From an optimization exercise on the open Yosys and OpenROAD flow, aimed at a short achievable clock period and few clock cycles; shortcuts taken in it are not production practice. The RTL was checked by simulation tests, not by an equivalence proof against the original design. No activity file was given, so power comes from the tool's default toggle rates.

**flow/config.mk**
```make
export PLATFORM = sky130hd
export DESIGN_NAME = CPU
export DESIGN_NICKNAME = CPU
export VERILOG_FILES = /design/flow/design.v
export SDC_FILE = /design/flow/constraint.sdc
export NUM_CORES = 4
export LEC_CHECK = 0
export ABC_AREA = 1
export CAP_MARGIN = 20
export CORE_MARGIN = 2
export CORE_UTILIZATION = 40
export CTS_CLUSTER_DIAMETER = 80
export CTS_CLUSTER_SIZE = 30
export PLACE_DENSITY = 0.6
export SETUP_SLACK_MARGIN = 3.2
export SLEW_MARGIN = 20
```
**flow/constraint.sdc**
```tcl
create_clock -name core_clock -period 5.0 [get_ports {i_clk}]
set_input_delay 1.0000 -clock core_clock [delete_from_list [all_inputs] [get_ports {i_clk}]]
set_output_delay 1.0000 -clock core_clock [all_outputs]
set_load 0.01 [all_outputs]
```
**flow/design.v**
```verilog
module ALU(
    input i_c,
    input [15:0] i_d1,
    input [15:0] i_d2,
    output [15:0] o_result,
    output o_c
);
wire [15:0] w_p = i_d1 | i_d2;
wire [15:0] w_g = i_d1 & i_d2;
wire [15:0] g1, p1, g2, p2, g3, p3, g4, p4;
genvar i;
generate
    for (i = 0; i < 16; i = i + 1) begin : lv
        if (i >= 1) begin : l1
            assign g1[i] = w_g[i] | (w_p[i] & w_g[i-1]);
            assign p1[i] = w_p[i] & w_p[i-1];
        end else begin : l1n
            assign g1[i] = w_g[i];
            assign p1[i] = w_p[i];
        end
        if (i >= 2) begin : l2
            assign g2[i] = g1[i] | (p1[i] & g1[i-2]);
            assign p2[i] = p1[i] & p1[i-2];
        end else begin : l2n
            assign g2[i] = g1[i];
            assign p2[i] = p1[i];
        end
        if (i >= 4) begin : l3
            assign g3[i] = g2[i] | (p2[i] & g2[i-4]);
            assign p3[i] = p2[i] & p2[i-4];
        end else begin : l3n
            assign g3[i] = g2[i];
            assign p3[i] = p2[i];
        end
        if (i >= 8) begin : l4
            assign g4[i] = g3[i] | (p3[i] & g3[i-8]);
            assign p4[i] = p3[i] & p3[i-8];
        end else begin : l4n
            assign g4[i] = g3[i];
            assign p4[i] = p3[i];
        end
    end
endgenerate
wire [15:0] w_c = g4 | (p4 & {16{i_c}});
assign o_result = (i_d1 ^ {w_c[14:0], i_c}) ^ i_d2;
assign o_c = w_c[15];
endmodule
module Decoder(
    input [31:0] i_ir,
    output o_lw,             
    output o_sw,             
    output o_alu,            
    output o_sub,            
    output o_we,             
    output [3:0] o_rd,
    output [3:0] o_rs1,      
    output [3:0] o_rs2,      
    output [15:0] o_imm_lw,  
    output [15:0] o_imm_sw   
);
wire [7:0] w_op = i_ir[31:24];
assign o_lw  = (w_op == 8'd1);
assign o_sw  = (w_op == 8'd2);
assign o_alu = (w_op == 8'd3) || (w_op == 8'd4);
assign o_sub = (w_op == 8'd4);
assign o_we  = o_lw || o_alu;
assign o_rd  = i_ir[23:20];
assign o_rs1 = (w_op[2:0] == 3'b001) ? i_ir[3:0] : i_ir[7:4];
assign o_rs2 = i_ir[3:0];
assign o_imm_lw = i_ir[19:4];
assign o_imm_sw = i_ir[23:8];
endmodule
module RegisterFile(
    input i_clk,
    input i_reset_n,
    input i_we,                      
    input [3:0] i_ws,                
    input [31:0] i_wd,               
    input [3:0] i_ra,                
    input [3:0] i_rb,                
    input [7:0] i_sel1,              
    input [3:0] i_sel2,              
    output [31:0] o_rd1,
    output [31:0] o_rd2
);
reg [31:0] r_registers [15:0];
reg [31:0] r_parta [3:0];
reg [31:0] r_partb [3:0];
reg [7:0]  r_sel1;
reg [3:0]  r_sel2;
integer g;
always @(posedge i_clk)
begin
    for (g = 0; g < 4; g = g + 1) begin
        r_parta[g] <= r_registers[{g[1:0], i_ra[1:0]}];
        r_partb[g] <= r_registers[{g[1:0], i_rb[1:0]}];
    end
    r_sel1 <= i_sel1;
    r_sel2 <= i_sel2;
end
reg [31:0] r_rd1;
reg [31:0] r_rd2;
always @(*)
begin
    r_rd1 = 0;
    r_rd2 = 0;
    for (g = 0; g < 4; g = g + 1) begin
        r_rd1 = r_rd1 | ({32{r_sel1[g]}} & r_parta[g]) | ({32{r_sel1[4+g]}} & r_partb[g]);
        r_rd2 = r_rd2 | ({32{r_sel2[g]}} & r_partb[g]);
    end
end
assign o_rd1 = r_rd1;
assign o_rd2 = r_rd2;
integer i;
always @(posedge i_clk or negedge i_reset_n)
begin
    if (!i_reset_n) begin
        for (i = 0; i < 16; i = i + 1)
            r_registers[i] <= 0;
    end
    else if (i_we) begin
        r_registers[i_ws] <= i_wd;
    end
end
endmodule
module StallControl(
    input [3:0] i_rs,
    input i_e_we,            
    input i_e_lw,
    input [3:0] i_e_rd,
    input i_x_we,            
    input [3:0] i_x_rd,
    output o_f1,             
    output o_fl,             
    output o_f2              
);
wire w_m1 = i_e_we && (i_e_rd == i_rs);
wire w_m2 = i_x_we && (i_x_rd == i_rs);
assign o_f1 = w_m1 && !i_e_lw;
assign o_fl = w_m1 && i_e_lw;
assign o_f2 = w_m2 && !w_m1;
endmodule
module DecoderReadRegisterMux(
    input i_s0,
    input [15:0] i_d0,
    input i_s1,
    input [15:0] i_d1,
    input i_s2,
    input [15:0] i_d2,
    input i_s3,
    input [15:0] i_d3,
    output [15:0] o_d
);
assign o_d = ({16{i_s0}} & i_d0) | ({16{i_s1}} & i_d1)
           | ({16{i_s2}} & i_d2) | ({16{i_s3}} & i_d3);
endmodule
module CPU(
    input i_clk,
    input i_reset_n,
    output [15:0] o_pc,
    input [31:0] i_instruction,
    output [15:0] o_address,
    output o_rw,
    output [31:0] o_data,
    input [31:0] i_data
);
wire        f_lw, f_sw, f_alu, f_sub, f_we;
wire [3:0]  f_rd, f_rs1, f_rs2;
wire [15:0] f_imm_lw, f_imm_sw;
Decoder decoder(
    .i_ir(i_instruction),
    .o_lw(f_lw), .o_sw(f_sw), .o_alu(f_alu), .o_sub(f_sub), .o_we(f_we),
    .o_rd(f_rd), .o_rs1(f_rs1), .o_rs2(f_rs2), .o_imm_lw(f_imm_lw), .o_imm_sw(f_imm_sw)
);
reg [13:0]  r_pc;                    
reg [13:0]  r_pc_next;               
reg         d_lw, d_sw, d_alu, d_sub, d_we;
reg [3:0]   d_rd, d_rs1, d_rs2;
reg         d_w1, d_w2;
reg         d_v1, d_v2;
reg [15:0]  d_imm_lw, d_imm_sw;
always @(posedge i_clk or negedge i_reset_n)
begin
    if (!i_reset_n) begin
        r_pc <= 0;
        r_pc_next <= 1;
        d_lw <= 0;
        d_sw <= 0;
        d_alu <= 0;
        d_sub <= 0;
        d_we <= 0;
    end
    else begin
        r_pc <= r_pc_next;
        r_pc_next <= r_pc_next + 14'd1;
        d_lw <= f_lw;
        d_sw <= f_sw;
        d_alu <= f_alu;
        d_sub <= f_sub;
        d_we <= f_we;
    end
end
always @(posedge i_clk)
begin
    d_rd <= f_rd;
    d_rs1 <= f_rs1;
    d_rs2 <= f_rs2;
    d_imm_lw <= f_imm_lw;
    d_imm_sw <= f_imm_sw;
end
assign o_pc = {r_pc, 2'b00};
reg         e_lw, e_sw, e_sub, e_we;
reg [3:0]   e_rd;
reg [31:0]  e_a, e_b, e_s;           
reg         e_a0, e_a1, e_al, e_a2;
reg         e_s0, e_s1, e_sl, e_s2;
reg         e_b0, e_b1, e_bl, e_b2, e_b1n, e_bln, e_b2n;
reg         x_lw, x_we;
reg [3:0]   x_rd;
reg [15:0]  x_lo;                    
reg [15:0]  x_lo_n;                  
reg         x_c;                     
reg [15:0]  x_a, x_b;                
reg         x_a0, x_a1, x_b0, x_b1, x_b1n;   
reg [15:0]  r_address;
reg         r_rw;
reg [31:0]  r_data;
reg         w_we;
reg [3:0]   w_rd;
reg [31:0]  w_val;
reg [31:0]  w2_val;
reg [31:0]  w_val_n;                 
wire [31:0] w_rfr1, w_rfr2;
wire [31:0] w_rf1 = w_rfr1 | ({32{d_w1}} & w_val) | ({32{d_v1}} & w2_val);
wire [31:0] w_rf2 = w_rfr2 | ({32{d_w2}} & w_val) | ({32{d_v2}} & w2_val);
wire        f_rs1_b = (i_instruction[26:24] == 3'b001);    
wire        f_w1 = x_we && (x_rd == f_rs1);
wire        f_w2 = x_we && (x_rd == f_rs2);
wire        f_v1 = w_we && (w_rd == f_rs1) && !f_w1;
wire        f_v2 = w_we && (w_rd == f_rs2) && !f_w2;
wire [3:0]  f_grp_a = 4'b0001 << i_instruction[7:6];
wire [3:0]  f_grp_b = 4'b0001 << i_instruction[3:2];
wire [7:0]  f_sel1 = {8{!(f_w1 || f_v1)}} & (f_rs1_b ? {f_grp_b, 4'b0} : {4'b0, f_grp_a});
wire [3:0]  f_sel2 = {4{!(f_w2 || f_v2)}} & f_grp_b;
wire [31:0] w_result;            
RegisterFile registerFile(
    .i_clk(i_clk),
    .i_reset_n(i_reset_n),
    .i_we(w_we),
    .i_ws(w_rd),
    .i_wd(w_val),
    .i_ra(i_instruction[7:4]),
    .i_rb(i_instruction[3:0]),
    .i_sel1(f_sel1),
    .i_sel2(f_sel2),
    .o_rd1(w_rfr1),
    .o_rd2(w_rfr2)
);
wire w_a1, w_al, w_a2, w_b1, w_bl, w_b2;
StallControl hazard1(
    .i_rs(d_rs1),
    .i_e_we(e_we), .i_e_lw(e_lw), .i_e_rd(e_rd),
    .i_x_we(x_we), .i_x_rd(x_rd),
    .o_f1(w_a1), .o_fl(w_al), .o_f2(w_a2)
);
StallControl hazard2(
    .i_rs(d_rs2),
    .i_e_we(e_we), .i_e_lw(e_lw), .i_e_rd(e_rd),
    .i_x_we(x_we), .i_x_rd(x_rd),
    .o_f1(w_b1), .o_fl(w_bl), .o_f2(w_b2)
);
wire d_add = d_alu && !d_sub;
always @(posedge i_clk)
begin
    d_w1 <= f_w1;
    d_w2 <= f_w2;
    d_v1 <= f_v1;
    d_v2 <= f_v2;
end
always @(posedge i_clk or negedge i_reset_n)
begin
    if (!i_reset_n) begin
        e_lw <= 0;
        e_sw <= 0;
        e_sub <= 0;
        e_we <= 0;
    end
    else begin
        e_lw <= d_lw;
        e_sw <= d_sw;
        e_sub <= d_sub;
        e_we <= d_we;
    end
end
always @(posedge i_clk)
begin
    e_rd <= d_rd;
    e_a <= w_rf1;
    e_b <= d_alu ? (w_rf2 ^ {32{d_sub}}) : {16'b0, d_lw ? d_imm_lw : d_imm_sw};
    e_s <= w_rf2;
    e_a0 <= !(w_a1 || w_al || w_a2);
    e_a1 <= w_a1;
    e_al <= w_al;
    e_a2 <= w_a2;
    e_b0 <= !(d_alu && (w_b1 || w_bl || w_b2));
    e_b1 <= d_add && w_b1;
    e_bl <= d_add && w_bl;
    e_b2 <= d_add && w_b2;
    e_b1n <= d_sub && w_b1;
    e_bln <= d_sub && w_bl;
    e_b2n <= d_sub && w_b2;
    e_s0 <= !(w_b1 || w_bl || w_b2);
    e_s1 <= w_b1;
    e_sl <= w_bl;
    e_s2 <= w_b2;
end
wire [15:0] w_a_lo, w_b_lo, w_bn_lo, w_s_lo;
DecoderReadRegisterMux muxA(
    .i_s0(e_a0), .i_d0(e_a[15:0]),
    .i_s1(e_a1), .i_d1(x_lo),
    .i_s2(e_al), .i_d2(i_data[15:0]),
    .i_s3(e_a2), .i_d3(w_val[15:0]),
    .o_d(w_a_lo)
);
DecoderReadRegisterMux muxB(
    .i_s0(e_b0), .i_d0(e_b[15:0]),
    .i_s1(e_b1), .i_d1(x_lo),
    .i_s2(e_bl), .i_d2(i_data[15:0]),
    .i_s3(e_b2), .i_d3(w_val[15:0]),
    .o_d(w_b_lo)
);
DecoderReadRegisterMux muxBn(
    .i_s0(1'b0), .i_d0(16'b0),
    .i_s1(e_b1n), .i_d1(x_lo_n),
    .i_s2(e_bln), .i_d2(~i_data[15:0]),
    .i_s3(e_b2n), .i_d3(w_val_n[15:0]),
    .o_d(w_bn_lo)
);
DecoderReadRegisterMux muxS(
    .i_s0(e_s0), .i_d0(e_s[15:0]),
    .i_s1(e_s1), .i_d1(x_lo),
    .i_s2(e_sl), .i_d2(i_data[15:0]),
    .i_s3(e_s2), .i_d3(w_val[15:0]),
    .o_d(w_s_lo)
);
wire [15:0] w_y_lo;
wire        w_c_lo;
ALU alu_lo(
    .i_c(e_sub),
    .i_d1(w_a_lo),
    .i_d2(w_b_lo | w_bn_lo),
    .o_result(w_y_lo),
    .o_c(w_c_lo)
);
wire [15:0] w_addr;
/*verilator lint_off UNUSED*/
wire        w_c_addr;
/*verilator lint_on UNUSED*/
ALU agu(
    .i_c(e_sub),
    .i_d1(w_a_lo),
    .i_d2(e_b[15:0]),
    .o_result(w_addr),
    .o_c(w_c_addr)
);
wire [15:0] w_a_hi = ({16{x_a0}} & x_a) | ({16{x_a1}} & w_val[31:16]);
wire [15:0] w_b_hi = ({16{x_b0}} & x_b) | ({16{x_b1}} & w_val[31:16])
                   | ({16{x_b1n}} & w_val_n[31:16]);
wire [15:0] w_y_hi;
/*verilator lint_off UNUSED*/
wire        w_c_hi;
/*verilator lint_on UNUSED*/
ALU alu_hi(
    .i_c(x_c),
    .i_d1(w_a_hi),
    .i_d2(w_b_hi),
    .o_result(w_y_hi),
    .o_c(w_c_hi)
);
wire [15:0] w_s_hi;
DecoderReadRegisterMux muxShi(
    .i_s0(e_s0), .i_d0(e_s[31:16]),
    .i_s1(e_s1), .i_d1(w_y_hi),
    .i_s2(e_sl), .i_d2(i_data[31:16]),
    .i_s3(e_s2), .i_d3(w_val[31:16]),
    .o_d(w_s_hi)
);
always @(posedge i_clk or negedge i_reset_n)
begin
    if (!i_reset_n) begin
        x_lw <= 0;
        x_we <= 0;
        r_rw <= 0;
    end
    else begin
        x_lw <= e_lw;
        x_we <= e_we;
        r_rw <= e_sw;
    end
end
always @(posedge i_clk)
begin
    x_rd <= e_rd;
    x_lo <= w_y_lo;
    x_lo_n <= ~w_y_lo;
    x_c <= w_c_lo;
    r_address <= w_addr;
    x_a <= e_a2 ? w_val[31:16] : e_a[31:16];
    x_b <= (e_b2 ? w_val[31:16] : 16'b0) | (e_b2n ? w_val_n[31:16] : 16'b0)
         | (e_b2 || e_b2n ? 16'b0 : e_b[31:16]);
    x_a0 <= !(e_a1 || e_al);
    x_a1 <= e_a1 || e_al;
    x_b0 <= !(e_b1 || e_bl || e_b1n || e_bln);
    x_b1 <= e_b1 || e_bl;
    x_b1n <= e_b1n || e_bln;
    r_data <= {w_s_hi, w_s_lo};
end
assign o_address = r_address;
assign o_rw = r_rw;
assign o_data = r_data;
assign w_result = x_lw ? i_data : {w_y_hi, x_lo};
always @(posedge i_clk or negedge i_reset_n)
begin
    if (!i_reset_n)
        w_we <= 0;
    else
        w_we <= x_we;
end
always @(posedge i_clk)
begin
    w_rd <= x_rd;
    w2_val <= w_val;
    w_val <= w_result;
    w_val_n <= ~w_result;
end
endmodule
```
**flow/run.sh**
```bash
#!/bin/bash
# synth_recipe.tcl (not shown) runs the flow's synth.tcl, then flattens the netlist and writes it again
# the make line also repeats each setting of config.mk as NAME=value (left out here)
make -C /OpenROAD-flow-scripts/flow DESIGN_CONFIG=/design/flow/config.mk WORK_HOME=/design/flow/orfs CLKGATE_MAP_FILE= SYNTH_SCRIPT=/design/flow/synth_recipe.tcl finish
```
==> flow_summary.toml, run 1 <==
[run_status]
status = "no timing/DRC/antenna violations"

[clocking]
clk_latency_ns = 0.76
numCtsBuffers = 60
clock_sinks = 1190
cts_tree = "done"
clk_pin_slew_worst_paths_ns = 0.12
cts_hold_buf = 0
clockBufferDepth = 3
cts_htree_levels = 2
cts_root_buffer = "clkbuf_16"

[power]
p_leak_nw = 27.24
max-vdd-ir-drop_uv = 309.5
power_density_nw_per_um2 = 281.8

[drt]
wirelength_mm = 187.5
avgRoutedWirePerCell_um = 23.12
drc = 0
ant_nets = 0
dr_total_vias = 45550
first_pass_iters = 6
avgViaCountPerCell = 5.618
dr.first_iter.drc_count = 5805

[worst_setup_path]
worstPathArrival_ns = 1.27
cp_cell_sequence = "buf_6"
crit_fanout = 1
r2r_setup_slack_ns = 2.98
critical_path.top_delay_family = "flip-flops"
required_ns = 4.00
worst-path-buf-inv = 1
slowest_stage = "dfxtp_4"
reg2reg_to = "x_lo_n[10]"
crit_start = "r_data[12]"
criticalPathCategory = "flip-flop to output port"
endpoint_kind = "output port"
crit_path_start_kind = "flip-flop"
max_stage_delay_ns = 0.39
r2r-start = "e_al"
rr_worst_depth = 14

[timing]
drv_slew = 0
setup_viol = 0
rsz0062_at_grt = "true"
skew_ns = 0.06908
worst_slew_pin_slew_ns = 0.9509
max_freq_mhz = 441.0
hold_violations = 0
min_period_ns = 2.268
timing.final.crit_share = 0.4535
fin_ws_ns = 2.732
slew-limit-headroom = 0.3660
finalSetupTns_ns = 0

[global_route]
grt_max_degree = 129
grt_pass1_wl_mm = 268.5
grt.overflow.total = 0
first_global_vias = 42460
grtUsageTotal = 0.2768
antenna_found_initial = 5

[synth]
synth-xor-area-share = 0.008380
netlist_area_um2 = 50020
synthMuxAreaShare = 0
seq_area_frac_synth = 0.5317
synth-simple-area-share = 0.2594
synth_cell_type_count = 53
yosysTopAreaCell = "dfrtp_1"
yosys.area_share.adder = 0.001451
synth.area.top_cells = "dfrtp_1 28%, dfxtp_1 25%, nand2_1 19%"
syn_inst = 6274
yosysWarnings = 5
synth-edff-count = 0
synth_area_per_cell_um2 = 7.972
synth_top_flop_cell = "dfxtp_1"
async_reset_ff_frac = 0.4647
ys_ff_latch = 1190
synth_top_family_by_area = "simple AND/OR/NAND/NOR gates"
synth-compound-area-share = 0.1350
synth_top_area_share = 0.2762

[flow_run]
drv_cap = 0

[finish]
drive_above_1_share = 0.2074
fin_nets = 6491
finish.utilization = 0.4938
area_growth_syn_to_layout_pct = 22.39
diodes = 0

[floorplanning]
die_width_um = 357.6
dieHeight_um = 357.6
coreArea_um2 = 124000
initial_core_util = 0.4035
row_count = 129
die_area_um2 = 127900
io_pins = 131

[placed_design]
port_buffers = 128
place_ws_ns = 1.383
dp_hpwl_mm = 107.8
gp_congestion = 0.9283

[hold_path]
hold_class = "primary input to asynchronous set/reset pin"
==> cell usage after synthesis (27+ instances only) <==
cell type / instances
buf_6: 27
a21oi_1: 130
nand4_1: 176
nand2_2: 41
nand3_1: 90
nor2_2: 38
o21ai_0: 622
xor2_1: 28
dfrtp_1: 552
a221oi_1: 65
dfxtp_1: 637
o2111ai_1: 154
inv_1: 392
nor2_1: 149
nand2_1: 2533
a22o_1: 51
clkbuf_1: 317
==> per-stage QoR <==
stage	hold slack, ns	cell area [um^2]	cells	power (mW)
2_1_floorplan	0.3258	50460	6275	10.48
3_3_place_gp	0.3402	53020	7756	11.03
3_5_place_dp	0.3386	53030	7756	11.04
4_1_cts	0.3203	58290	8006	17.18
5_1_grt	0.3649	61220	8108	17.74
6_report	0.3022	61220	8108	17.25
==> cell type report <==
| class | instances | area [um^2] |
|---|---|---|
| Clock buffer | 75 | 1578 |
| Clock inverter | 37 | 568.0 |
| Fill cell | 11550 | 62740 |
| Inverter | 415 | 1769 |
| Multi-Input combinational cell | 4312 | 23790 |
| Sequential cell | 1190 | 26780 |
| Tap cell | 1637 | 2048 |
| Timing Repair Buffer | 440 | 4667 |
| Timing Repair inverter | 2 | 10.01 |
==> layout by cell type, fill, tap and decap left out, types with 50 or more instances in the layout <==
master,count
dfxtp_1,558
o21ai_0,601
dfrtp_1,548
nand2_1,2250
clkbuf_16,67
a21oi_1,111
nand3_2,51
buf_4,182
buf_6,78
buf_12,52
nand2_4,120
nand4_1,176
nor2_4,86
o2111ai_1,154
a221oi_1,50
inv_1,338
nand2_2,198
nor2_1,74
==> timing repair <==
item / CTS / global route
gates resized for setup: 913 / 497
pin swaps: 184 / 230
gates cloned: 17 / 11
buffers inserted: 121 / 91
setup endpoints to repair: 1010 / 604
==> report_power, final <==
part	switching, mW	total [mW]	internal (mW)
registers	0.169	9.87	9.70
logic	0.848	1.21	0.358
clock network	3.69	6.17	2.48
==> registers in the layout, summed over array words and instances, names as in the netlist, 32 cells and up <==
signal                    cells
registerFile.r_registers    512
r_data                       32
e_b                          32
w_val_n                      32
registerFile.r_parta        128
registerFile.r_partb        128
w2_val                       32
e_s                          32
w_val                        32
e_a                          32
==> cells by family (layout without fill, tap and decap cells) <==
group | after synthesis | in the layout
AND/OR/NAND/NOR | 3135 | 3150
flip-flops | 1190 | 1190
AO/OA/AOI/OAI | 1109 | 1109
buffers and inverters | 788 | 969
XOR/XNOR | 47 | 47
adder cells (fa/ha/maj) | 4 | 4
other | 1 | 2
==> how the worst max path moves through the flow <==
stage | to | slack, ns | cells past startpoint
finish | o_data[12] | 2.73 | 1
global route | o_data[12] | 2.71 | 1
CTS | o_data[12] | 2.70 | 1
detailed placement | registerFile.r_partb[3][0] | 1.38 | 5
global placement | registerFile.r_partb[3][11] | 1.41 | 6
floorplan | registerFile.r_sel1[0] | 2.89 | 10
==> per-layer routing <==
layer | vias to the layer above | share of wire | track usage
met5 | - | 0.00012 | 0
met4 | 4 | 0.047 | 0.1088
met3 | 463 | 0.092 | 0.04891
met2 | 2234 | 0.45 | 0.4405
met1 | 22090 | 0.41 | 0.3747
li1 | 20760 | - | -
Testbench counts, summed over its fixed seeds: cycles 32,608.
==> run 2, diff against run 1 <==
--- a/flow/config.mk
+++ b/flow/config.mk
@@ -9,8 +9,6 @@
 export CAP_MARGIN = 20
 export CORE_MARGIN = 2
 export CORE_UTILIZATION = 40
-export CTS_CLUSTER_DIAMETER = 80
-export CTS_CLUSTER_SIZE = 30
 export PLACE_DENSITY = 0.6
 export SETUP_SLACK_MARGIN = 3.2
 export SLEW_MARGIN = 20
==> run 2 against run 1 <==
  * Die area unchanged
  * Power increased by 23%
  * Sequential cell count unchanged
  * Clock power increased by 65%
  * Critical endpoint is now o_pc[6]
  * Critical path type unchanged
  * Sequential share of layout area decreased by 1.3 points
  * Sequential power about the same
  * Synthesized cell count unchanged
  * Largest cell class unchanged
  * Highest routed layer unchanged
  * Critical path depth unchanged
  * Setup slack got worse by 0.015 ns
  * Core utilization increased by 1.5 points
  * Still clean
  * Area after synthesis unchanged
==> flow_summary.toml, run 2 <==
[run_status]
status = "no timing/DRC/antenna violations"

[synth]
yosysWarnings = 5
netlist_area_um2 = 50020
synth-edff-count = 0
syn_inst = 6274
async_reset_ff_frac = 0.4647
seq_area_frac_synth = 0.5317
ys_ff_latch = 1190
synth_area_per_cell_um2 = 7.972
synth.area.top_cells = "dfrtp_1 28%, dfxtp_1 25%, nand2_1 19%"
synth.most_common_cell = "nand2_1"
netlist_top_cells_count = "2533 x nand2_1, 637 x dfxtp_1, 622 x o21ai_0"
yosysTopAreaCell = "dfrtp_1"
synth_cell_type_count = 53
synth_top_flop_cell = "dfxtp_1"
synth_top_area_share = 0.2762

[finish]
fill_cells = 11330
final_common_cell = "nand2_1"
largest_reg_flops = 512
top_register = "registerFile.r_registers"
drive_above_1_share = 0.2152
final_cell_mix = "2263 x nand2_1, 603 x o21ai_0, 560 x dfxtp_1"
area_growth_syn_to_layout_pct = 26.21
fin_nets = 6550
finish.utilization = 0.5092
reg_top3 = "registerFile.r_registers: 512 flops, registerFile.r_parta: 128 flops, registerFile.r_partb: 128 flops"

[floorplanning]
die_width_um = 357.6
dieHeight_um = 357.6
die_area_um2 = 127900
coreArea_um2 = 124000
io_pins = 131
row_count = 129
initial_core_util = 0.4035

[drt]
wirelength_mm = 190.1
dr_total_vias = 46110
first_pass_iters = 8
avgViaCountPerCell = 5.605
ant_nets = 0
avgRoutedWirePerCell_um = 23.11
dr.first_iter.drc_count = 5484
drc = 0

[clocking]
clk_pin_slew_worst_paths_ns = 0.06
clk_latency_ns = 0.79
clockBufferDepth = 3
cts_tree = "done"
numCtsBuffers = 131
cts_root_buffer = "clkbuf_16"
clock_sinks = 1190
cts_htree_levels = 4

[timing]
max_freq_mhz = 438.1
hold_violations = 0
skew_ns = 0.03164
worst_slew_pin_slew_ns = 0.9770
setup_viol = 0
finalSetupTns_ns = 0
slew-limit-headroom = 0.3486
timing.final.crit_share = 0.4566
drv_slew = 0
min_period_ns = 2.283
rsz0062_at_grt = "true"

[flow_run]
drv_cap = 0

[global_route]
grtUsageTotal = 0.2824
grt_pass1_wl_mm = 272.8
first_global_vias = 43420
grt.overflow.total = 0
antenna_found_initial = 6
grt_max_degree = 129

[worst_setup_path]
worst-path-buf-inv = 1
endpoint_kind = "output port"
max_stage_delay_ns = 0.38
r2r_setup_slack_ns = 2.99
criticalPathCategory = "flip-flop to output port"
required_ns = 4.00
crit_path_start_kind = "flip-flop"
cp_cell_sequence = "buf_2"
worstPathArrival_ns = 1.28
crit_fanout = 1
critical_path.top_delay_family = "flip-flops"
slowest_stage = "dfrtp_1"

[placed_design]
port_buffers = 128
gp_congestion = 0.9283
dp_hpwl_mm = 107.8

[power]
p_leak_nw = 28.26
max-vdd-ir-drop_uv = 390.3
power_mw = 21.21
power_density_nw_per_um2 = 336.0

[hold_path]
hold_class = "primary input to asynchronous set/reset pin"
[run 2: cell counts after synthesis]
No cell type changed its count.
[run 2: area by class of cell]
class / count / area (um^2) / share of cell area
tap: 1637 / 2048 / 0.03245
timing repair inverter: 3 / 21.27 / 0.0003370
timing repair buffer: 430 / 4509 / 0.07143
sequential: 1190 / 26770 / 0.4241
inverter: 415 / 1763 / 0.02793
multi-input combinational: 4309 / 23460 / 0.3716
clock buffer: 196 / 3968 / 0.06285
antenna: 2 / 5.005 / 0.00007928
clock inverter: 46 / 580.6 / 0.009197
[run 2: repair_timing]
item                       CTS  global route
hold buffers                 0             0
gates cloned                14            11
setup endpoints to repair  978           646
setup buffers              134            69
pin swaps                  196           215
resized for setup          939           384
[run 2: final timing paths]
check | from | to | cells past startpoint
worst min-delay path | i_reset_n | registerFile.r_registers[9][27] | 1
worst max-delay path | r_pc[4] | o_pc[6] | 1
worst max register to register | e_al | x_lo[1] | 12
worst min register to register | d_sw | e_sw | 0
max in group asynchronous | i_reset_n | registerFile.r_registers[7][5] | 2
min in group core_clock | d_sw | e_sw | 0
[run 2: kinds of logic (layout without fill, tap and decap cells)]
| family | after synthesis | after routing | synth area share |
|---|---|---|---|
| other | 1 | 4 | 0.00007498 |
| AOI/OAI and AO/OA | 1109 | 1109 | 0.1350 |
| DFF | 1190 | 1190 | 0.5317 |
| xor gates and xnor gates | 47 | 47 | 0.008381 |
| buffers and inverters | 788 | 1090 | 0.06402 |
| adders and majority gates | 4 | 4 | 0.001451 |
| and+or+nand+nor | 3135 | 3147 | 0.2594 |
[run 2: power breakdown]
group / switching, mW / internal [mW] / total (mW) / leakage, nW
clock network: 4.12 / 6.03 / 10.2 / 2.24
registers: 0.172 / 9.71 / 9.89 / 12.9
logic: 0.831 / 0.341 / 1.17 / 13.1
total: 5.12 / 16.1 / 21.2 / 28.3
[run 2: per-layer routing]
metal  global-route usage  up-vias  wire (um)
li1                     -    20970          -
met1               0.3759    22330      77410
met2               0.4444     2269      85970
met3              0.05669      537      17520
met4               0.1269        6       9175
met5             0.001111        -         38
[run 2: per-stage QoR]
step | cell area (um^2) | hold slack [ns] | std cells | worst slack (ns)
2_1_floorplan | 50460 | 0.3258 | 6275 | 2.886
3_3_place_gp | 53020 | 0.3402 | 7756 | 1.410
3_5_place_dp | 53030 | 0.3386 | 7756 | 1.383
4_1_cts | 60930 | 0.2972 | 8146 | 2.671
5_1_grt | 63120 | 0.3414 | 8226 | 2.679
6_report | 63130 | 0.2895 | 8228 | 2.717
==> run 3, diff against run 2 <==
--- a/flow/config.mk
+++ b/flow/config.mk
@@ -8,7 +8,7 @@
 export ABC_AREA = 1
 export CAP_MARGIN = 20
 export CORE_MARGIN = 2
-export CORE_UTILIZATION = 40
-export PLACE_DENSITY = 0.6
+export CORE_UTILIZATION = 65
+export PLACE_DENSITY = 0.75
 export SETUP_SLACK_MARGIN = 3.2
 export SLEW_MARGIN = 20
==> run 3 against run 2 <==
  * Clock power is 7% lower
  * Largest power group is now registers
  * Critical endpoint is now x_lo_n[14]
  * Non-clock buffer count is 17 lower
  * Worst hold slack better by 0.058 ns
  * Critical path type is now flip-flop to flip-flop
  * Sequential power hardly changed
  * Setup slack worse by 0.034 ns
  * Maximum frequency is 1.5% lower
  * Wire length is 0.22% lower
==> flow_summary.toml, run 3 <==
[hold_path]
hold_class = "flip-flop to flip-flop"
hold_depth = 0
min_from = "e_sw"
whs_endpoint = "r_rw"

[synth]
ys_ff_latch = 1190
netlist_area_um2 = 50020
netlist_top_cells_count = "2533 x nand2_1, 637 x dfxtp_1, 622 x o21ai_0"
synth_area_per_cell_um2 = 7.972
syn_inst = 6274
yosysWarnings = 5
synth_top_area_share = 0.2762
yosysTopAreaCell = "dfrtp_1"
synth_cell_type_count = 53
synth.most_common_cell = "nand2_1"
synth-edff-count = 0
async_reset_ff_frac = 0.4647
synth.area.top_cells = "dfrtp_1 28%, dfxtp_1 25%, nand2_1 19%"
synth_top_flop_cell = "dfxtp_1"
seq_area_frac_synth = 0.5317

[worst_setup_path]
criticalPathCategory = "flip-flop to flip-flop"
r2r-start = "e_b1"
worstPathArrival_ns = 2.91
required_ns = 5.60
r2r_setup_slack_ns = 2.68
endpoint_kind = "flip-flop"
max_stage_delay_ns = 0.46
crit_fanout = 8
cp_cell_sequence = "buf_6 > nand2_1 > inv_1 > nor2_2 > nand3_4 > nand2_4 > buf_4 > nor3_4 > nand3_2 > nand3_2 > nand2_2 > nand2_2 > inv_2"
slowest_stage = "nor3_4"
crit_path_start_kind = "flip-flop"
rr_worst_depth = 13
reg2reg_to = "x_lo_n[14]"

[power]
power_density_nw_per_um2 = 331.7
max-vdd-ir-drop_uv = 461.1
p_leak_nw = 27.84

[finish]
regArea_um2 = 26800
fill_cells = 4640
area_growth_syn_to_layout_pct = 24.40
final_common_cell = "nand2_1"
post-route-cell-area_um2 = 62220
final_cell_mix = "2270 x nand2_1, 591 x o21ai_0, 555 x dfxtp_1"
drive_above_1_share = 0.2188
largest_reg_flops = 512
top_register = "registerFile.r_registers"
fin_nets = 6520
multiInputGateArea_um2 = 23770
reg_top3 = "registerFile.r_registers: 512 flops, registerFile.r_parta: 128 flops, registerFile.r_partb: 128 flops"

[run_status]
status = "no timing/DRC/antenna violations"

[clocking]
cts_root_buffer = "clkbuf_16"
clk_latency_ns = 0.72
cts_htree_levels = 3
cts_tree = "done"
cts_hold_buf = 0
clock_sinks = 1190
numCtsBuffers = 117
clockBufferDepth = 3
clk_pin_slew_worst_paths_ns = 0.06

[floorplanning]
initial_core_util = 0.6574
dieHeight_um = 281.4
io_pins = 131
coreArea_um2 = 76080
die_area_um2 = 79180
row_count = 101
die_width_um = 281.4

[timing]
rsz0062_at_grt = "true"
max_freq_mhz = 431.6
worst_slew_pin_slew_ns = 0.9044
hold_slack_ns = 0.3480
drv_slew = 0
hold_violations = 0
setup_viol = 0
finalSetupTns_ns = 0
min_period_ns = 2.317
slew-limit-headroom = 0.3971
timing.final.crit_share = 0.4633
skew_ns = 0.02669

[placed_design]
gp_congestion = 0.9449
dp_hpwl_mm = 99.82
placed_area_um2 = 52150
port_buffers = 128

[drt]
ant_nets = 0
drc = 0
first_pass_iters = 8
dr_total_vias = 48600
dr.first_iter.drc_count = 6982
avgViaCountPerCell = 6.403
avgRoutedWirePerCell_um = 24.99
wirelength_mm = 189.7

[global_route]
grt_pass1_wl_mm = 264.4
grtUsageTotal = 0.4419
grt.overflow.total = 0
first_global_vias = 44880
antenna_found_initial = 12
grt_max_degree = 114

[flow_run]
drv_cap = 0
==> run 3: cell counts after synthesis <==
No cell type changed its count.
==> run 3: cells by family after synthesis <==
group,share of synthesized area
AO/OA/AOI/OAI,0.1350
AND/OR/NAND/NOR,0.2594
other,0.00007498
XOR/XNOR,0.008381
buffers and inverters,0.06402
adder cells (fa/ha/maj),0.001451
flip-flops,0.5317
==> run 3: critical path: cells and delay by family, from the launching register on <==
kind | cells | cell delay, ns
AND/OR/NAND/NOR | 9 | 1.29
buffers and inverters | 4 | 0.46
flip-flops | 1 | 0.44
==> run 3: worst max-delay path by stage <==
stage | start | to | slack, ns | depth (start not counted)
after floorplan | i_instruction[24] | registerFile.r_sel1[0] | 2.89 | 10
after global placement | i_instruction[5] | registerFile.r_parta[3][11] | 1.44 | 7
after detailed placement | i_instruction[5] | registerFile.r_parta[3][7] | 1.42 | 7
after CTS | r_pc[12] | o_pc[14] | 2.77 | 1
after global routing | e_bln | x_lo_n[14] | 2.73 | 13
final | e_b1 | x_lo_n[14] | 2.68 | 13
==> run 3: what timing repair did <==
action / 4_1_cts / 5_1_grt
setup buffers: 107 / 91
cloned: 17 / 10
pin swaps: 168 / 272
gates resized for setup: 897 / 555
endpoints found under the setup margin: 1019 / 781
==> run 3: metrics by stage <==
stage                     cells  worst slack (ns)  power [mW]    util
after floorplan            6275             2.886       10.48       -
after global placement     7136             1.436       10.99  0.6854
after detailed placement   7136             1.425       11.00  0.6856
after CTS                  7483             2.768       20.39  0.7770
after global routing       7584             2.727       21.05  0.8177
final                      7590             2.683       20.64  0.8179
==> run 3: layer usage <==
| layer | track usage | wire (um) |
|---|---|---|
| met3 | 0.1177 | 27130 |
| met1 | 0.5768 | 67270 |
| met2 | 0.6668 | 81300 |
| met4 | 0.2570 | 13930 |
| met5 | 0 | 69 |
==> run 3: cell type report <==
cell class              instances  share of cell area
flip-flops and latches       1190              0.4307
multi-input cells            4309              0.3820
repair buffers                413             0.06992
clock buffers                 188             0.05842
inverters                     415             0.02819
well taps                    1030             0.02071
clock inverters                35            0.009331
repair inverters                4           0.0004826
diodes                          6           0.0002413
==> run 3: power by group <==
| part | leakage [nW] | internal (mW) | switching (mW) |
|---|---|---|---|
| sequential | 12.9 | 9.71 | 0.186 |
| combinational | 12.9 | 0.355 | 0.867 |
| clock | 2.08 | 5.64 | 3.88 |
==> run 4, diff against run 3 <==
--- a/flow/config.mk
+++ b/flow/config.mk
@@ -8,7 +8,7 @@
 export ABC_AREA = 1
 export CAP_MARGIN = 20
 export CORE_MARGIN = 2
-export CORE_UTILIZATION = 65
-export PLACE_DENSITY = 0.75
-export SETUP_SLACK_MARGIN = 3.2
+export CORE_UTILIZATION = 50
+export PLACE_DENSITY = 0.65
+export SETUP_SLACK_MARGIN = 2.8
 export SLEW_MARGIN = 20
==> run 4 against run 3 <==
  * Still clean
  * Synthesized cell count is the same
  * Via count shrank 8.3%
  * Clock power is 0.5% higher
  * Setup slack improved by 0.095 ns
  * Combinational power down 17%
  * First-iteration DRC count decreased by 21%
  * Largest cell class unchanged
==> flow_summary.toml, run 4 <==
[timing]
finalSetupTns_ns = 0
worst_slew_pin_slew_ns = 1.057
hold_violations = 0
min_period_ns = 2.222
skew_ns = 0.04362
timing.final.crit_share = 0.4444
rsz0062_at_grt = "true"
slew-limit-headroom = 0.2943
drv_slew = 0
max_freq_mhz = 450.0
setup_viol = 0

[floorplanning]
dieHeight_um = 320.3
die_width_um = 320.3
coreArea_um2 = 99570
io_pins = 131
die_area_um2 = 102600
row_count = 116
initial_core_util = 0.5023

[placed_design]
gp_congestion = 0.9397
dp_hpwl_mm = 101.0
port_buffers = 128
dp.cells = 7397

[synth]
syn_inst = 6274
synth_top_area_share = 0.2762
yosysTopAreaCell = "dfrtp_1"
seq_area_frac_synth = 0.5317
netlist_area_um2 = 50020
synth.most_common_cell = "nand2_1"
yosysWarnings = 5
synth_top_flop_cell = "dfxtp_1"
synth_area_per_cell_um2 = 7.972
async_reset_ff_frac = 0.4647
ys_ff_latch = 1190
synth_cell_type_count = 53
netlist_top_cells_count = "2533 x nand2_1, 637 x dfxtp_1, 622 x o21ai_0"
synth-edff-count = 0
synth.area.top_cells = "dfrtp_1 28%, dfxtp_1 25%, nand2_1 19%"

[finish]
final_common_cell = "nand2_1"
drive_above_1_share = 0.1056
fin_nets = 6322
final_cell_mix = "2513 x nand2_1, 619 x o21ai_0, 586 x dfxtp_1"
reg_top3 = "registerFile.r_registers: 512 flops, registerFile.r_parta: 128 flops, registerFile.r_partb: 128 flops"
top_register = "registerFile.r_registers"
fill_cells = 8954
area_growth_syn_to_layout_pct = 13.93
finalNonFillerCells = 7658
largest_reg_flops = 512

[worst_setup_path]
required_ns = 5.60
crit_fanout = 9
reg2reg_to = "registerFile.r_registers[14][30]"
endpoint_kind = "flip-flop"
crit_path_start_kind = "primary input"
criticalPathCategory = "primary input to flip-flop"
r2r-start = "w_rd[1]"
rr_worst_depth = 6
r2r_setup_slack_ns = 2.82
worstPathArrival_ns = 2.82

[clocking]
cts_tree = "done"
numCtsBuffers = 119
clockBufferDepth = 3
cts_hold_buf = 0
cts_htree_levels = 3
clk_pin_slew_worst_paths_ns = 0.06
cts_root_buffer = "clkbuf_16"
clock_sinks = 1190
clk_latency_ns = 0.73

[drt]
avgRoutedWirePerCell_um = 23.00
drc = 0
dr_total_vias = 44550
avgViaCountPerCell = 5.817
first_pass_iters = 8
ant_nets = 0
dr.first_iter.drc_count = 5498
wirelength_mm = 176.1

[power]
power_density_nw_per_um2 = 359.1
max-vdd-ir-drop_uv = 315.6
p_leak_nw = 25.64

[global_route]
grt_pass1_wl_mm = 261.3
grtUsageTotal = 0.3377
grt.overflow.total = 0
antenna_found_initial = 2
first_global_vias = 41290
grt_max_degree = 129

[flow_run]
drv_cap = 0

[hold_path]
hold_class = "primary input to asynchronous set/reset pin"

[run_status]
status = "no timing/DRC/antenna violations"
run 4: cell counts after synthesis:
No cell type changed its count.
run 4: metal layers:
layer | share of wire | routed length, um | vias up | GRT usage
met2 | 0.44 | 76760 | 2375 | 0.5156
met4 | 0.045 | 7929 | 2 | 0.1432
met5 | 0.000080 | 14 | - | 0
li1 | - | - | 20490 | -
met3 | 0.11 | 19280 | 497 | 0.07899
met1 | 0.41 | 72110 | 21190 | 0.4608
run 4: how the worst max path moves through the flow:
| stage | depth (start not counted) | start | slack (ns) | to |
|---|---|---|---|---|
| floorplan | 10 | i_instruction[24] | 2.80 | registerFile.r_sel1[0] |
| global placement | 7 | i_instruction[1] | 1.54 | registerFile.r_partb[0][9] |
| detailed placement | 7 | i_instruction[1] | 1.50 | registerFile.r_partb[0][2] |
| CTS | 5 | w_rd[1] | 2.44 | registerFile.r_registers[14][16] |
| global route | 8 | i_instruction[2] | 2.73 | registerFile.r_sel1[0] |
| finish | 8 | i_instruction[2] | 2.78 | registerFile.r_sel1[2] |
run 4: cells by family after synthesis:
group	Yosys count	synth area share
AND/OR/NAND/NOR	3135	0.2594
flip-flops	1190	0.5317
AO/OA/AOI/OAI	1109	0.1350
buffers and inverters	788	0.06402
XOR/XNOR	47	0.008381
adder cells (fa/ha/maj)	4	0.001451
other	1	0.00007498
run 4: critical path: stages:
cell	delay, ns
dlygate4sd2_1	0.55
inv_1	0.27
o21ai_2	0.31
o21ai_0	0.16
a21oi_1	0.16
nand3_1	0.15
nand2_4	0.14
nor3_1	0.06
run 4: metrics by stage:
| stage | worst slack [ns] | hold slack, ns | cell area (um^2) | total power, mW | util |
|---|---|---|---|---|---|
| after CTS | 2.444 | 0.3598 | 56540 | 20.50 | 0.5679 |
| final | 2.778 | 0.3560 | 56980 | 20.46 | 0.5723 |
| after global placement | 1.539 | 0.3346 | 52090 | 11.00 | 0.5231 |
| after floorplan | 2.801 | 0.3258 | 50020 | 10.46 | - |
| after global routing | 2.726 | 0.3648 | 56970 | 21.00 | 0.5722 |
| after detailed placement | 1.499 | 0.3404 | 52090 | 11.00 | 0.5231 |
run 4: power by group:
group	switching (mW)	internal, mW	leakage (nW)
Clock	3.86	5.71	2.11
Sequential	0.166	9.72	12.9
Combinational	0.757	0.249	10.6
run 4: area by class of cell:
cell class,count,area [um^2],share of cell area
multi-input cells,4301,20660,0.3626
repair inverters,2,10.01,0.0001757
flip-flops and latches,1190,26690,0.4684
diodes,3,7.507,0.0001317
inverters,415,1593,0.02795
clock inverters,46,620.6,0.01089
clock buffers,180,3623,0.06359
repair buffers,223,2150,0.03772
well taps,1298,1624,0.02850
run 4: repair_timing:
action | CTS | global route
hold endpoints to repair | 0 | 0
endpoints found under the setup margin | 604 | 342
gates resized for setup | 345 | 96
pin swaps | 7 | 10
cloned | 9 | 2
buffers inserted | 7 | 13
==> run 5, diff against run 4 <==
--- a/flow/config.mk
+++ b/flow/config.mk
@@ -8,7 +8,7 @@
 export ABC_AREA = 1
 export CAP_MARGIN = 20
 export CORE_MARGIN = 2
-export CORE_UTILIZATION = 50
-export PLACE_DENSITY = 0.65
-export SETUP_SLACK_MARGIN = 2.8
+export CORE_UTILIZATION = 60
+export PLACE_DENSITY = 0.7
+export SETUP_SLACK_MARGIN = 2.9
 export SLEW_MARGIN = 20
==> run 5 against run 4 <==
  * Sequential share of layout area about the same
  * Highest routed layer is now met4
  * Core utilization up 12 points
  * Die area down 16%
  * Synthesized cell count unchanged
  * Still clean
  * Clock-buffer cell count down 4
  * Clock power down 0.4%
  * Maximum frequency down 0.65%
  * Register-to-register slack better by 0.02 ns
  * First-iteration DRC count down 3.4%
  * Final cell count down 2.7%
  * Area after synthesis unchanged
  * Via count about the same
==> flow_summary.toml, run 5 <==
[global_route]
met2_usage = 0.6012
use_met1 = 0.5180
grt.overflow.total = 0
grt_pass1_wl_mm = 251.4
top_usage_layer = "met2"
antenna_found_initial = 1
first_global_vias = 41970
grt_max_degree = 107
use_met3 = 0.09219
grtUsageTotal = 0.3843

[power]
power_density_nw_per_um2 = 357.7
max-vdd-ir-drop_uv = 309.5
power_mw = 20.42
p_leak_nw = 25.70

[drt]
avgViaCountPerCell = 5.985
dr.first_iter.drc_count = 5310
wirelength_mm = 167.4
ant_nets = 0
dr_total_vias = 44590
first_pass_iters = 8
avgRoutedWirePerCell_um = 22.47
drc = 0

[timing]
hold_slack_ns = 0.3479
hold_violations = 0
max_freq_mhz = 447.1
rsz0062_at_grt = "true"
fin_ws_ns = 2.763
drv_slew = 0
setup_viol = 0
min_period_ns = 2.237
timing.final.crit_share = 0.4473
slew-limit-headroom = 0.1632
skew_ns = 0.03600
worst_slew_pin_slew_ns = 1.253
finalSetupTns_ns = 0

[finish]
drive_above_1_share = 0.1178
reg_top3 = "registerFile.r_registers: 512 flops, registerFile.r_parta: 128 flops, registerFile.r_partb: 128 flops"
fill_cells = 6676
top_register = "registerFile.r_registers"
finish.utilization = 0.6929
final_common_cell = "nand2_1"
largest_reg_flops = 512
area_growth_syn_to_layout_pct = 14.12
post-route-cell-area_um2 = 57080
multiInputGateArea_um2 = 20790
regArea_um2 = 26720
finalNonFillerCells = 7451
fin_nets = 6341
final_cell_mix = "2492 x nand2_1, 617 x o21ai_0, 575 x dfxtp_1"

[clocking]
clk_latency_ns = 0.71
cts_hold_buf = 0
clock_sinks = 1190
cts_tree = "done"
clk_pin_slew_worst_paths_ns = 0.06
numCtsBuffers = 120
cts_htree_levels = 3
clockBufferDepth = 3
cts_root_buffer = "clkbuf_16"

[hold_path]
hold_depth = 0
min_from = "e_sw"
hold_class = "flip-flop to flip-flop"
whs_endpoint = "r_rw"

[worst_setup_path]
r2r_setup_slack_ns = 2.84
max_stage_delay_ns = 0.39
slowest_stage = "dfrtp_1"
criticalPathCategory = "flip-flop to output port"
endpoint_kind = "output port"
crit_fanout = 1
required_ns = 4.00
worst-path-buf-inv = 1
r2r-start = "d_v2"
critical_path.top_delay_family = "flip-flops"
reg2reg_to = "e_b[26]"
worstPathArrival_ns = 1.24
rr_worst_depth = 6
crit_path_start_kind = "flip-flop"
cp_cell_sequence = "buf_2"

[synth]
synth_top_flop_cell = "dfxtp_1"
syn_inst = 6274
synth.area.top_cells = "dfrtp_1 28%, dfxtp_1 25%, nand2_1 19%"
ys_ff_latch = 1190
synth_area_per_cell_um2 = 7.972
netlist_area_um2 = 50020
synth_top_area_share = 0.2762
async_reset_ff_frac = 0.4647
yosysTopAreaCell = "dfrtp_1"
seq_area_frac_synth = 0.5317
yosysWarnings = 5
synth.most_common_cell = "nand2_1"
synth-edff-count = 0
synth_cell_type_count = 53
netlist_top_cells_count = "2533 x nand2_1, 637 x dfxtp_1, 622 x o21ai_0"

[floorplanning]
die_area_um2 = 85690
dieHeight_um = 292.7
die_width_um = 292.7
io_pins = 131
coreArea_um2 = 82370
initial_core_util = 0.6072
row_count = 105

[placed_design]
dp_hpwl_mm = 100.5
dp.cells = 7183
gp_congestion = 0.9600
port_buffers = 128
placed_area_um2 = 51990
place_ws_ns = 1.402

[run_status]
status = "no timing/DRC/antenna violations"

[flow_run]
drv_cap = 0
==> run 5: routing by layer <==
layer	up-vias	routed length, um	share of wire
li1	20500	-	-
met3	510	18470	0.11
met5	-	0	0
met2	2414	74870	0.45
met1	21170	67090	0.40
met4	0	6968	0.042
==> run 5: worst max path at each step <==
stage	start	end	slack (ns)	cells past startpoint
floorplan	i_data[0]	x_lo[1]	2.87	8
global placement	i_instruction[5]	registerFile.r_parta[3][27]	1.44	6
detailed placement	i_instruction[5]	registerFile.r_parta[3][25]	1.40	6
CTS	w_rd[0]	registerFile.r_registers[0][7]	2.58	5
global route	r_pc[11]	o_pc[13]	2.73	1
finish	r_pc[11]	o_pc[13]	2.76	1
==> run 5: kinds of logic (layout without fill, tap and decap cells) <==
family          count (synthesis)  after routing  share of synthesized area
xor+xnor                       47             47                   0.008381
buf+inv                       788            887                    0.06402
flops                        1190           1190                     0.5317
compound gates               1109           1109                     0.1350
other cells                     1              6                 0.00007498
fa+ha+maj                       4              4                   0.001451
simple gates                 3135           3138                     0.2594
==> run 5: repair_timing <==
action                                  4_1_cts  5_1_grt
gates resized for setup                     380      162
cloned                                        5        3
pin swaps                                    10       17
endpoints found under the setup margin      601      592
hold endpoints to repair                      0        0
setup buffers                                12       16
==> run 5: area by class of cell <==
cell class / instances / share of cell area
Timing Repair Buffer: 242 / 0.03985
Multi-Input combinational cell: 4300 / 0.3642
Timing Repair inverter: 2 / 0.0001754
Inverter: 415 / 0.02935
Tap cell: 1070 / 0.02346
Antenna cell: 4 / 0.0001754
Clock inverter: 52 / 0.01175
Clock buffer: 176 / 0.06281
Sequential cell: 1190 / 0.4682
==> run 5: power breakdown <==
group	internal, mW	total [mW]	switching [mW]
clock network	5.68	9.53	3.85
logic	0.270	1.01	0.738
registers	9.72	9.88	0.160
==> run 6, diff against run 5 <==
--- a/flow/config.mk
+++ b/flow/config.mk
@@ -8,7 +8,7 @@
 export ABC_AREA = 1
 export CAP_MARGIN = 20
 export CORE_MARGIN = 2
-export CORE_UTILIZATION = 60
+export CORE_UTILIZATION = 55
 export PLACE_DENSITY = 0.7
 export SETUP_SLACK_MARGIN = 2.9
 export SLEW_MARGIN = 20
==> run 6 against run 5 <==
  * Still clean on timing, DRC and antenna
  * Synthesized cell count unchanged
  * Via count up 0.33%
  * Clock-buffer cell count down 16
  * Power up 1.6%
  * First-iteration DRC count up 8.2%
  * Critical path depth unchanged
  * Critical path type unchanged
==> flow_summary.toml, run 6 <==
[synth]
syn_inst = 6274
ys_ff_latch = 1190
synth.area.top_cells = "dfrtp_1 28%, dfxtp_1 25%, nand2_1 19%"
synth.most_common_cell = "nand2_1"
synth_cell_type_count = 53
synth_area_per_cell_um2 = 7.972
synth-edff-count = 0
netlist_top_cells_count = "2533 x nand2_1, 637 x dfxtp_1, 622 x o21ai_0"
yosysTopAreaCell = "dfrtp_1"
netlist_area_um2 = 50020
synth_top_area_share = 0.2762
seq_area_frac_synth = 0.5317
yosysWarnings = 5
synth_top_flop_cell = "dfxtp_1"
async_reset_ff_frac = 0.4647

[drt]
wirelength_mm = 165.2
dr_total_vias = 44740
first_pass_iters = 6
drc = 0
avgViaCountPerCell = 5.910
ant_nets = 0
dr.first_iter.drc_count = 5744
avgRoutedWirePerCell_um = 21.83

[worst_setup_path]
crit_fanout = 1
critical_path.top_delay_family = "flip-flops"
rr_worst_depth = 6
reg2reg_to = "registerFile.r_registers[7][25]"
criticalPathCategory = "flip-flop to output port"
worstPathArrival_ns = 1.21
slowest_stage = "dfrtp_1"
worst-path-buf-inv = 1
endpoint_kind = "output port"
crit_path_start_kind = "flip-flop"
max_stage_delay_ns = 0.38
cp_cell_sequence = "buf_2"
r2r-start = "w_we"
r2r_setup_slack_ns = 2.88
required_ns = 4.00

[floorplanning]
io_pins = 131
die_area_um2 = 93360
coreArea_um2 = 90010
row_count = 110
die_width_um = 305.6
initial_core_util = 0.5557
dieHeight_um = 305.6

[global_route]
top_usage_layer = "met2"
grtUsageTotal = 0.3393
use_met3 = 0.06961
met2_usage = 0.5376
grt_max_degree = 129
use_met1 = 0.4548
grt.overflow.total = 0
first_global_vias = 42070
antenna_found_initial = 5
grt_pass1_wl_mm = 245.3

[clocking]
clk_latency_ns = 0.72
cts_htree_levels = 3
cts_root_buffer = "clkbuf_16"
cts_tree = "done"
clk_pin_slew_worst_paths_ns = 0.06
clock_sinks = 1190
clockBufferDepth = 3
numCtsBuffers = 118

[timing]
hold_slack_ns = 0.3505
slew-limit-headroom = 0.3137
hold_violations = 0
finalSetupTns_ns = 0
skew_ns = 0.03332
fin_ws_ns = 2.790
timing.final.crit_share = 0.4420
setup_viol = 0
worst_slew_pin_slew_ns = 1.029
drv_slew = 0
rsz0062_at_grt = "true"
max_freq_mhz = 452.5
min_period_ns = 2.210

[finish]
multiInputGateArea_um2 = 21030
regArea_um2 = 26710
finalNonFillerCells = 7570
drive_above_1_share = 0.1245
largest_reg_flops = 512
fin_nets = 6356
area_growth_syn_to_layout_pct = 15.18
final_cell_mix = "2487 x nand2_1, 617 x o21ai_0, 578 x dfxtp_1"
top_register = "registerFile.r_registers"
final_common_cell = "nand2_1"
fill_cells = 7590
reg_top3 = "registerFile.r_registers: 512 flops, registerFile.r_parta: 128 flops, registerFile.r_partb: 128 flops"

[power]
max-vdd-ir-drop_uv = 255.0
power_density_nw_per_um2 = 360.2
p_leak_nw = 25.88

[placed_design]
port_buffers = 128
dp_hpwl_mm = 102.2
gp_congestion = 0.9652
place_ws_ns = 1.477
dp.cells = 7288

[run_status]
status = "no timing/DRC/antenna violations"

[hold_path]
whs_endpoint = "r_rw"
min_from = "e_sw"
hold_depth = 0
hold_class = "flip-flop to flip-flop"

[flow_run]
drv_cap = 0
## run 6: layout make-up
type / instances / area share
antenna: 2 / 0.00008687
clock buffer: 160 / 0.06036
clock inverter: 66 / 0.01579
inverter: 415 / 0.02828
multi-input combinational: 4303 / 0.3650
sequential: 1190 / 0.4636
tap: 1176 / 0.02554
timing repair buffer: 256 / 0.04116
timing repair inverter: 2 / 0.0001737
## run 6: per-layer routing
layer  share of wire  routed length [um]  vias up
met1            0.40               66060    21230
met2            0.45               74370     2480
li1                -                   -    20540
met5         0.00017                  28        -
met4           0.045                7393        4
met3            0.11               17380      483
## run 6: worst reg2reg max path, delay by kind of cell (launching register included)
family / cells / cell delay, ns
compound gates: 1 / 0.08
buf+inv: 1 / 0.36
simple gates: 4 / 0.93
flops: 1 / 0.59
## run 6: stage by stage
stage / util / power [mW] / area, um^2
floorplan: - / 10.47 / 50100
global placement: 0.5791 / 10.97 / 52120
detailed placement: 0.5793 / 10.99 / 52140
CTS: 0.6294 / 20.73 / 56650
global route: 0.6400 / 21.25 / 57610
finish: 0.6400 / 20.75 / 57610
## run 6: where the power goes
group	switching (mW)	internal, mW	leakage [nW]
combinational	0.727	0.262	10.8
clock	3.92	5.96	2.16
sequential	0.165	9.72	12.9
## run 6: repair_timing
item,in CTS,in global routing
setup buffers,15,30
gates resized for setup,368,201
endpoints found under the setup margin,605,515
hold endpoints to repair,0,0
pin swaps,10,33
hold buffers,0,0
cloned,3,6
## run 6: worst max-delay path by stage
stage | start | to | slack [ns] | cells past startpoint
CTS | w_rd[1] | registerFile.r_registers[14][16] | 2.50 | 6
floorplan | i_data[0] | x_lo[1] | 2.87 | 8
detailed placement | i_instruction[1] | registerFile.r_partb[3][25] | 1.48 | 6
global route | r_pc[4] | o_pc[6] | 2.75 | 1
finish | r_pc[4] | o_pc[6] | 2.79 | 1
global placement | i_instruction[1] | registerFile.r_partb[1][31] | 1.53 | 6
## run 6: logic make-up after synthesis
kind of cell | Yosys count | share of synthesized area
flops | 1190 | 0.5317
simple gates | 3135 | 0.2594
xor+xnor | 47 | 0.008381
compound gates | 1109 | 0.1350
buf+inv | 788 | 0.06402
fa+ha+maj | 4 | 0.001451
other cells | 1 | 0.00007498
==> run 7, diff against run 6 <==
--- a/flow/config.mk
+++ b/flow/config.mk
@@ -10,5 +10,5 @@
 export CORE_MARGIN = 2
 export CORE_UTILIZATION = 55
 export PLACE_DENSITY = 0.7
-export SETUP_SLACK_MARGIN = 2.9
+export SETUP_SLACK_MARGIN = 3.0
 export SLEW_MARGIN = 20
==> run 7 against run 6 <==
  * Via count rose by 1.0%
  * Sequential cell count unchanged
  * Clock power shrank 8.3%
  * Worst hold slack worse by 0.044 ns
  * Non-clock buffer count is 55 higher
  * Largest cell class unchanged
  * First-iteration DRC count fell by 5.1%
==> flow_summary.toml, run 7 <==
[drt]
dr.first_iter.drc_count = 5452
dr_total_vias = 45210
first_pass_iters = 7
drc = 0
avgRoutedWirePerCell_um = 22.43
ant_nets = 0
wirelength_mm = 171.2
avgViaCountPerCell = 5.923

[power]
comb_power_share = 0.053
netSwitchingFraction = 0.2407
max-vdd-ir-drop_uv = 309.2
p_int_mw = 15.18
power_density_nw_per_um2 = 341.0
power_mw = 20.00
seqPwrFrac = 0.495
netSwitchingPower_mw = 4.814
power_frac_clock = 0.453
p_leak_nw = 26.26

[floorplanning]
io_pins = 131
row_count = 110
die_width_um = 305.6
coreArea_um2 = 90010
dieHeight_um = 305.6
die_area_um2 = 93360
initial_core_util = 0.5557

[synth]
netlist_top_cells_count = "2533 x nand2_1, 637 x dfxtp_1, 622 x o21ai_0"
yosysTopAreaCell = "dfrtp_1"
async_reset_ff_frac = 0.4647
synth_top_area_share = 0.2762
syn_inst = 6274
synth_cell_type_count = 53
synth.most_common_cell = "nand2_1"
seq_area_frac_synth = 0.5317
yosysWarnings = 5
ys_ff_latch = 1190
synth_top_flop_cell = "dfxtp_1"
netlist_area_um2 = 50020
synth_area_per_cell_um2 = 7.972
synth.area.top_cells = "dfrtp_1 28%, dfxtp_1 25%, nand2_1 19%"
synth-edff-count = 0

[worst_setup_path]
reg2reg_to = "e_a[21]"
slowest_stage = "dfrtp_1"
critical_path.top_delay_family = "flip-flops"
max_stage_delay_ns = 0.38
rr_worst_depth = 5
worstPathArrival_ns = 1.22
required_ns = 4.00
criticalPathCategory = "flip-flop to output port"
cp_cell_sequence = "buf_2"
crit_fanout = 1
worst-path-buf-inv = 1
endpoint_kind = "output port"
r2r_setup_slack_ns = 2.98
r2r-start = "registerFile.r_sel1[3]"
crit_start = "r_pc[0]"
crit_path_start_kind = "flip-flop"

[placed_design]
dp.cells = 7289
port_buffers = 128
gp_congestion = 0.9456
dp_hpwl_mm = 102.0

[timing]
min_period_ns = 2.223
finalSetupTns_ns = 0
slew-limit-headroom = 0.3608
max_freq_mhz = 449.8
drv_slew = 0
setup_viol = 0
timing.final.crit_share = 0.4447
worst_slew_pin_slew_ns = 0.9588
hold_violations = 0
skew_ns = 0.02585
rsz0062_at_grt = "true"

[clocking]
cts_root_buffer = "clkbuf_16"
clockBufferDepth = 3
clk_pin_slew_worst_paths_ns = 0.06
cts_tree = "done"
cts_htree_levels = 3
numCtsBuffers = 120
clk_latency_ns = 0.72
clock_sinks = 1190

[hold_path]
hold_class = "primary input to asynchronous set/reset pin"

[finish]
area_growth_syn_to_layout_pct = 17.25
final_common_cell = "nand2_1"
largest_reg_flops = 512
fin_nets = 6417
finalNonFillerCells = 7633
finish.utilization = 0.6515
top_register = "registerFile.r_registers"
final_cell_mix = "2439 x nand2_1, 609 x o21ai_0, 560 x dfxtp_1"
reg_top3 = "registerFile.r_registers: 512 flops, registerFile.r_parta: 128 flops, registerFile.r_partb: 128 flops"
drive_above_1_share = 0.1495

[flow_run]
drv_cap = 0

[global_route]
antenna_found_initial = 5
first_global_vias = 42300
grtUsageTotal = 0.3549
grt_pass1_wl_mm = 254.4
grt_max_degree = 129
grt.overflow.total = 0

[run_status]
status = "no timing/DRC/antenna violations"
-- run 7: cell types whose count changed in the layout (fill, tap and decap cells not counted), sizes merged --
cell           previous run  this run
buf                     191       249
clkbuf                  168       198
bufinv                   21         8
dlygate4sd2              11         3
inv                     410       402
clkinv                   30        34
bufbuf                    0         1
clkdlybuf4s15             4         3
clkdlybuf4s50            41        40
nand2                  2578      2579
nand3                   117       118
nor2                    202       201
-- run 7: area by class of cell --
class	count	area, um^2
Clock buffer	184	3527
Inverter	415	1720
Clock inverter	46	464.2
Antenna cell	2	5.005
Multi-Input combinational cell	4304	21650
Timing Repair inverter	5	37.54
Sequential cell	1190	26770
Tap cell	1176	1471
Fill cell	7463	31370
Timing Repair Buffer	311	2999
-- run 7: timing repair --
item	in CTS	in global routing
gates resized for setup	470	312
endpoints found under the setup margin	800	821
pin swaps	21	62
hold buffers	0	0
setup buffers	32	65
cloned	11	4
-- run 7: how the worst max path moves through the flow --
stage,to,depth (start not counted)
after floorplan,registerFile.r_sel1[0],10
after global placement,registerFile.r_parta[1][14],6
after detailed placement,registerFile.r_parta[1][6],6
after CTS,o_pc[2],1
after global routing,o_pc[2],1
final,o_pc[2],1
-- run 7: kinds of logic after synthesis --
kind of cell | count (synthesis) | synth area share
other cells | 1 | 0.00007498
buf+inv | 788 | 0.06402
xor+xnor | 47 | 0.008381
flops | 1190 | 0.5317
fa+ha+maj | 4 | 0.001451
compound gates | 1109 | 0.1350
simple gates | 3135 | 0.2594
-- run 7: per-stage QoR --
stage | worst slack, ns | hold WS (ns) | instance area (um^2)
floorplan | 2.885 | 0.3258 | 50280
global placement | 1.372 | 0.3329 | 52310
detailed placement | 1.322 | 0.3370 | 52310
CTS | 2.713 | 0.3512 | 57030
finish | 2.777 | 0.3063 | 58640
global route | 2.718 | 0.3685 | 58640
-- run 7: power groups by stage --
| stage | clock [mW] | sequential (mW) | combinational [mW] |
|---|---|---|---|
| 2_1_floorplan | 0 | 10.0 | 0.467 |
| 3_3_place_gp | 0 | 10.1 | 0.917 |
| 3_5_place_dp | 0 | 10.1 | 0.928 |
| 4_1_cts | 9.07 | 9.88 | 0.976 |
| 5_1_grt | 9.49 | 9.90 | 1.11 |
| 6_report | 9.06 | 9.89 | 1.05 |
-- run 7: layer usage --
metal	vias to the layer above	track usage	wire length, um
met5	-	0	91
met4	2	0.1568	8503
met3	561	0.08146	18760
met2	2673	0.5574	76070
met1	21300	0.4706	67790
li1	20670	-	-

what the ideal ports hide:
In the flow no input, the clock included, has a driving cell. The finished layouts below were timed again as built, in two steps.
Step 1, drivers: a clkbuf_16 drives i_clk and a buf_2 each remaining input, both assumed.
Step 2 moves the port delays by t, midway between the first and last clock arrival at a register: inputs arrive t later, outputs are due t later. That takes back most of the time a late clock gives input paths.
Slacks: ideal ports / drivers / drivers and shift; pairs: ideal ports / drivers.
run | t, ns | slack for setup (ns) | cell pins on the clock port's net
run 1 | 0.796 | 2.732 / 2.660 / 2.227 | 1
run 2 | 0.847 | 2.717 / 2.641 / 2.292 | 1
run 3 | 0.780 | 2.683 / 2.683 / 2.056 | 1
run 4 | 0.776 | 2.778 / 2.713 / 2.045 | 1
run 5 | 0.771 | 2.763 / 2.689 / 2.169 | 1
run 6 | 0.772 | 2.790 / 2.727 / 2.187 | 1
run 7 | 0.781 | 2.777 / 2.704 / 2.223 | 1
After both steps setup and hold are still met in every run listed. For run 4, which loses most, drivers alone change the setup slack by -0.065 ns; drivers and shift together by -0.733 ns.
